From an optimization exercise on the open Yosys and OpenROAD flow, aimed at small area; shortcuts taken in it are not production practice. Only simulation tests tie the RTL to the original design; equivalence was not proved. Power is estimated from default activity; no workload was simulated. The flow treats the clock pin as an ideal source, which a real chip does not have.

// ia_loader_top
module ia_loader_top (
    input  wire         clk,
    input  wire         rst_n,
    input  wire         init_cfg,
    output wire         load_ia_req,
    input  wire         load_ia_granted,
    input  wire         send_ia_trigger,
    input  wire [31:0]  k,
    input  wire [31:0]  n,
    input  wire [31:0]  m,
    input  wire [31:0]  lhs_zp,
    input  wire [31:0]  lhs_row_stride_b,
    input  wire [31:0]  lhs_base,
    input  wire         use_16bits,
    output wire         icb_cmd_valid,
    input  wire         icb_cmd_ready,
    output wire         icb_cmd_read,
    output wire [31:0]  icb_cmd_addr,
    output wire [3:0]   icb_cmd_len,
    input  wire         icb_rsp_valid,
    output wire         icb_rsp_ready,
    input  wire [31:0]  icb_rsp_rdata,
    input  wire         icb_rsp_err,
    output wire         ia_sending_done,
    output wire         ia_row_valid,
    output wire         ia_is_init_data,
    output wire         ia_calc_done,
    output wire [255:0] ia_out_flat,
  ...
Size in the first run: roughly 5600 cells after synthesis, roughly 530 I/O pins, ~140000 µm² of cells after synthesis.
export LEC_CHECK = 0
export CAP_MARGIN = 5
export CELL_PAD_IN_SITES_DETAIL_PLACEMENT = 1
export CELL_PAD_IN_SITES_GLOBAL_PLACEMENT = 1
export CORE_MARGIN = 2
export CORE_UTILIZATION = 65
export PLACE_DENSITY = 0.8
export SLEW_MARGIN = 5
create_clock -name core_clock -period 12.0 [get_ports {clk}]
standard.sh (not shown) runs the stock make flow with config.mk's settings and CLKGATE_MAP_FILE= SYNTH_SCRIPT=/design/flow/synth_recipe.tcl, a recipe that flattens the netlist after the stock synthesis.
==> flow/flow/run.sh <==
#!/bin/bash
# The standard layout (standard.sh), with two changes:
#  - clock tree synthesis inserts no dummy loads and builds larger sink
#    clusters (fewer, fuller leaf buffers);
#  - port buffers use the smallest buffer cell.
# make's output goes to standard.log; each ORFS step logs under orfs/logs.
export CTS_ARGS="-sink_clustering_enable -repair_clock_nets -dont_use_dummy_load -sink_clustering_size 30 -sink_clustering_max_diameter 100"
export BUFFER_PORTS_ARGS="-buffer_cell sky130_fd_sc_hd__buf_1"
bash standard.sh finish > standard.log 2>&1
Rerun with:
--- a/flow/flow/run.sh
+++ b/flow/flow/run.sh
@@ -7 +7 @@
-export CTS_ARGS="-sink_clustering_enable -repair_clock_nets -dont_use_dummy_load -sink_clustering_size 30 -sink_clustering_max_diameter 100"
+export CTS_ARGS="-sink_clustering_enable -repair_clock_nets -dont_use_dummy_load -sink_clustering_size 30 -sink_clustering_max_diameter 80"
Settings changed: CAP_MARGIN 5 to 10, CORE_UTILIZATION 65 to 55, PLACE_DENSITY 0.8 to 0.7, SLEW_MARGIN 5 to 10.
After rerunning: Power is lower slightly; setup slack improved by 0.70 ns; maximum frequency is higher by a little under a tenth; cell area is higher slightly; register-to-register slack improved by 1.1 ns; non-clock buffer count is higher by 4.
Rerun with:
==> flow/flow/run.sh (replaced) <==
#!/bin/bash
# The standard layout (standard.sh), with two changes:
#  - clock tree synthesis inserts no dummy loads, builds larger sink
#    clusters (fewer, fuller leaf buffers) and uses a smaller buffer for
#    the levels above the leaves;
#  - port buffers use the smallest buffer cell.
# make's output goes to standard.log; each ORFS step logs under orfs/logs.
export CTS_ARGS="-sink_clustering_enable -repair_clock_nets -dont_use_dummy_load -sink_clustering_size 30 -sink_clustering_max_diameter 80 -tree_buf sky130_fd_sc_hd__clkbuf_4"
export BUFFER_PORTS_ARGS="-buffer_cell sky130_fd_sc_hd__buf_1"
bash standard.sh finish > standard.log 2>&1
Settings changed: CAP_MARGIN 10 to 5, CORE_UTILIZATION 55 to 65, PLACE_DENSITY 0.7 to 0.8, SLEW_MARGIN 10 to 5.
What happened:
- non-clock buffer count falls by 3
- setup slack degrades by 0.44 ns
- hold slack degrades by 0.031 ns
- count of clock-buffer cells in the layout goes down by 4
- wire length goes up by 11%


Setup of job 3101:
Another version of the RTL of ia_loader_top (not shown whole).
Size in the first run: about 530 I/O pins, roughly 140,000 um^2 of cells after synthesis.
// ia_loader_top
module ia_loader_top (
    input  wire         clk,
    input  wire         rst_n,
    input  wire         init_cfg,
    output wire         load_ia_req,
    input  wire         load_ia_granted,
    input  wire         send_ia_trigger,
    input  wire [31:0]  k,
    input  wire [31:0]  n,
    input  wire [31:0]  m,
    input  wire [31:0]  lhs_zp,
    input  wire [31:0]  lhs_row_stride_b,
    input  wire [31:0]  lhs_base,
    input  wire         use_16bits,
    output wire         icb_cmd_valid,
    input  wire         icb_cmd_ready,
    output wire         icb_cmd_read,
    output wire [31:0]  icb_cmd_addr,
    output wire [3:0]   icb_cmd_len,
    input  wire         icb_rsp_valid,
    output wire         icb_rsp_ready,
    input  wire [31:0]  icb_rsp_rdata,
    input  wire         icb_rsp_err,
    output wire         ia_sending_done,
    output wire         ia_row_valid,
    output wire         ia_is_init_data,
    output wire         ia_calc_done,
    output wire [255:0] ia_out_flat,
    output wire         ia_data_valid
);
==> flow/config.mk <==
export PLATFORM = sky130hd
export DESIGN_NAME = ia_loader_top
export DESIGN_NICKNAME = ia_loader_top
export VERILOG_FILES = /design/flow/design.v
export SDC_FILE = /design/flow/constraint.sdc
export NUM_CORES = 4
export LEC_CHECK = 0
export CAP_MARGIN = 10
export CELL_PAD_IN_SITES_DETAIL_PLACEMENT = 1
export CELL_PAD_IN_SITES_GLOBAL_PLACEMENT = 1
export CORE_MARGIN = 2
export CORE_UTILIZATION = 55
export PLACE_DENSITY = 0.7
export SLEW_MARGIN = 10
==> flow/constraint.sdc <==
create_clock -name core_clock -period 12.0 [get_ports {clk}]
set_input_delay 2.4000 -clock core_clock [delete_from_list [all_inputs] [get_ports {clk}]]
set_output_delay 2.4000 -clock core_clock [all_outputs]
set_load 0.01 [all_outputs]
==> flow/flow/run.sh <==
#!/bin/bash
# The standard layout (standard.sh), with two changes:
#  - clock tree synthesis inserts no dummy loads and builds larger sink
#    clusters (fewer, fuller leaf buffers);
#  - port buffers use the smallest buffer cell.
# make's output goes to standard.log; each ORFS step logs under orfs/logs.
export CTS_ARGS="-sink_clustering_enable -repair_clock_nets -dont_use_dummy_load -sink_clustering_size 33 -sink_clustering_max_diameter 80"
export BUFFER_PORTS_ARGS="-buffer_cell sky130_fd_sc_hd__buf_1"
bash standard.sh finish > standard.log 2>&1
Job 3101 completed every stage of the flow, and the final layout passed the timing, design-rule and antenna checks.
#### Input delta (job 758 over job 3101)
==> flow/flow/run.sh <==
#!/bin/bash
# The standard layout (standard.sh), with two changes:
#  - clock tree synthesis inserts no dummy loads and builds larger sink
#    clusters (fewer, fuller leaf buffers);
#  - port buffers use the smallest buffer cell.
# make's output goes to standard.log; each ORFS step logs under orfs/logs.
export CTS_ARGS="-sink_clustering_enable -repair_clock_nets -dont_use_dummy_load -sink_clustering_size 30 -sink_clustering_max_diameter 80"
export BUFFER_PORTS_ARGS="-buffer_cell sky130_fd_sc_hd__buf_1"
bash standard.sh finish > standard.log 2>&1
[summary]
- Taking job 3101 as the reference point, the register share of total power of job 758 falls by 0.4 points.
- Diff job 758..job 3101 | final cell count without fillers | negligible
- Going from job 3101 to job 758, cell area power density grows by 0.31%.
- Delta (job 758 minus job 3101): wire length neither gained nor lost much, required time of the critical path neither gained nor lost much, fmax picked up an extra 0.60 MHz.
diff inputs: job 758 => job 3607
==> flow/flow/run.sh <==
#!/bin/bash
# The standard layout (standard.sh), with two changes:
#  - clock tree synthesis inserts no dummy loads and builds larger sink
#    clusters (fewer, fuller leaf buffers);
#  - port buffers use the smallest buffer cell.
# make's output goes to standard.log; each ORFS step logs under orfs/logs.
export CTS_ARGS="-sink_clustering_enable -repair_clock_nets -dont_use_dummy_load -sink_clustering_size 30 -sink_clustering_max_diameter 80 -tree_buf sky130_fd_sc_hd__clkbuf_4"
export BUFFER_PORTS_ARGS="-buffer_cell sky130_fd_sc_hd__buf_1"
bash standard.sh finish > standard.log 2>&1
==> run notes <==
Setup slack | job 3607 above job 758. Compared with job 758, job 3607 shows worst hold margin lower by 0.11 ns. Job 3607 -> job 758: leakage power flat. Summary of job 3607 over job 758: share of async-settable or async-resettable flops after synthesis stayed essentially flat; global-route usage over all layers stayed essentially flat; sequential share of layout area stayed essentially flat; core utilization stayed essentially flat; met3 capacity usage during global routing stayed essentially flat.


Another version of the RTL of ia_loader_top (not shown whole).
Size: about 5,900 cells after synthesis, roughly 4,300 flip-flops, about 530 I/O pins.
clock: 12.0 ns
lec_check: 0
cap_margin: 20
cell_pad_in_sites_detail_placement: 2
cell_pad_in_sites_global_placement: 2
core_margin: 2
core_utilization: 25
place_density: 0.45
slew_margin: 20
==> flow/flow/run.sh <==
#!/bin/bash
# The standard layout (standard.sh), with two changes:
#  - clock tree synthesis inserts no dummy loads and builds larger sink
#    clusters (fewer, fuller leaf buffers);
#  - port buffers use the smallest buffer cell.
# make's output goes to standard.log; each ORFS step logs under orfs/logs.
export CTS_ARGS="-sink_clustering_enable -repair_clock_nets -dont_use_dummy_load -sink_clustering_size 30 -sink_clustering_max_diameter 80"
export BUFFER_PORTS_ARGS="-buffer_cell sky130_fd_sc_hd__buf_1"
bash standard.sh finish > standard.log 2>&1
The starting point ran to the end with no violations.
==> next run, changes <==
Settings changed: CAP_MARGIN 20 to 10, CELL_PAD_IN_SITES_DETAIL_PLACEMENT 2 to 1, CELL_PAD_IN_SITES_GLOBAL_PLACEMENT 2 to 1, CORE_UTILIZATION 25 to 55, PLACE_DENSITY 0.45 to 0.7, SLEW_MARGIN 20 to 10.
Outcome:
- sequential share of layout area goes up by 3.8 points
- synthesized area is unchanged
- worst hold slack gains 0.060 ns
==> next run, changes <==
--- a/flow/flow/run.sh
+++ b/flow/flow/run.sh
@@ -6,3 +6,3 @@
 # make's output goes to standard.log; each ORFS step logs under orfs/logs.
-export CTS_ARGS="-sink_clustering_enable -repair_clock_nets -dont_use_dummy_load -sink_clustering_size 30 -sink_clustering_max_diameter 80"
+export CTS_ARGS="-sink_clustering_enable -repair_clock_nets -dont_use_dummy_load -sink_clustering_size 40 -sink_clustering_max_diameter 50"
 export BUFFER_PORTS_ARGS="-buffer_cell sky130_fd_sc_hd__buf_1"
Settings changed: CORE_UTILIZATION 55 to 45, PLACE_DENSITY 0.7 to 0.6.
=> Die area rises by 22%; first-iteration DRC count falls by 3.4%; fmax rises by 0.48%; global-route usage falls by 2.9 points; power rises by 12%; non-clock buffer count falls by 1; combinational power rises by about 1%; worst hold slack got worse by 0.035 ns; area after synthesis does not change; routed wire length rises by 5.9%; flip-flop and latch count stays the same.

-- separate check: timing with driven ports --
In the flow no input, the clock included, has a driving cell. The finished layouts below were timed again as built, in two steps. Step 1 (the two cells are an assumption about what drives the block):
set clk [get_ports {clk}]
set_driving_cell -lib_cell sky130_fd_sc_hd__clkbuf_16 $clk
set_driving_cell -lib_cell sky130_fd_sc_hd__buf_2 [delete_from_list [all_inputs] $clk]
Step 2, shift: input delay + t, output delay - t, t = (earliest + latest rising clock arrival at the registers) / 2. This alone moves slack from input paths to output paths. Three values: ideal, step 1, step 2; two values: the first two.
run | shift t [ns] | slack for setup (ns) | slew at the worst register clock pin (ns)
the first run of note 1 | 0.943 | 1.581 / 1.588 / 0.645 | 0.12 / 0.12
the second run of note 1 | 0.931 | 2.277 / 2.351 / 1.419 | 0.11 / 0.11
the third run of note 1 | 1.069 | 1.835 / 1.801 / 0.732 | 0.12 / 0.12
job 3101 | 0.891 | 2.514 / 2.553 / 1.662 | 0.12 / 0.12
job 758 | 0.915 | 2.568 / 2.626 / 1.711 | 0.11 / 0.11
job 3607 | 1.051 | 2.702 / 2.763 / 1.712 | 0.12 / 0.12
the first run of note 3 | 1.042 | 4.333 / 4.333 / 4.333 | 0.12 / 0.12
the second run of note 3 | 0.915 | 4.521 / 4.521 / 4.521 | 0.11 / 0.11
the third run of note 3 | 1.000 | 4.556 / 4.556 / 4.556 | 0.09 / 0.09
After both steps setup and hold are still met in every run listed. The setup slack of the third run of note 1, which loses most, moves by -0.034 ns with the drivers and by -1.103 ns with both steps.
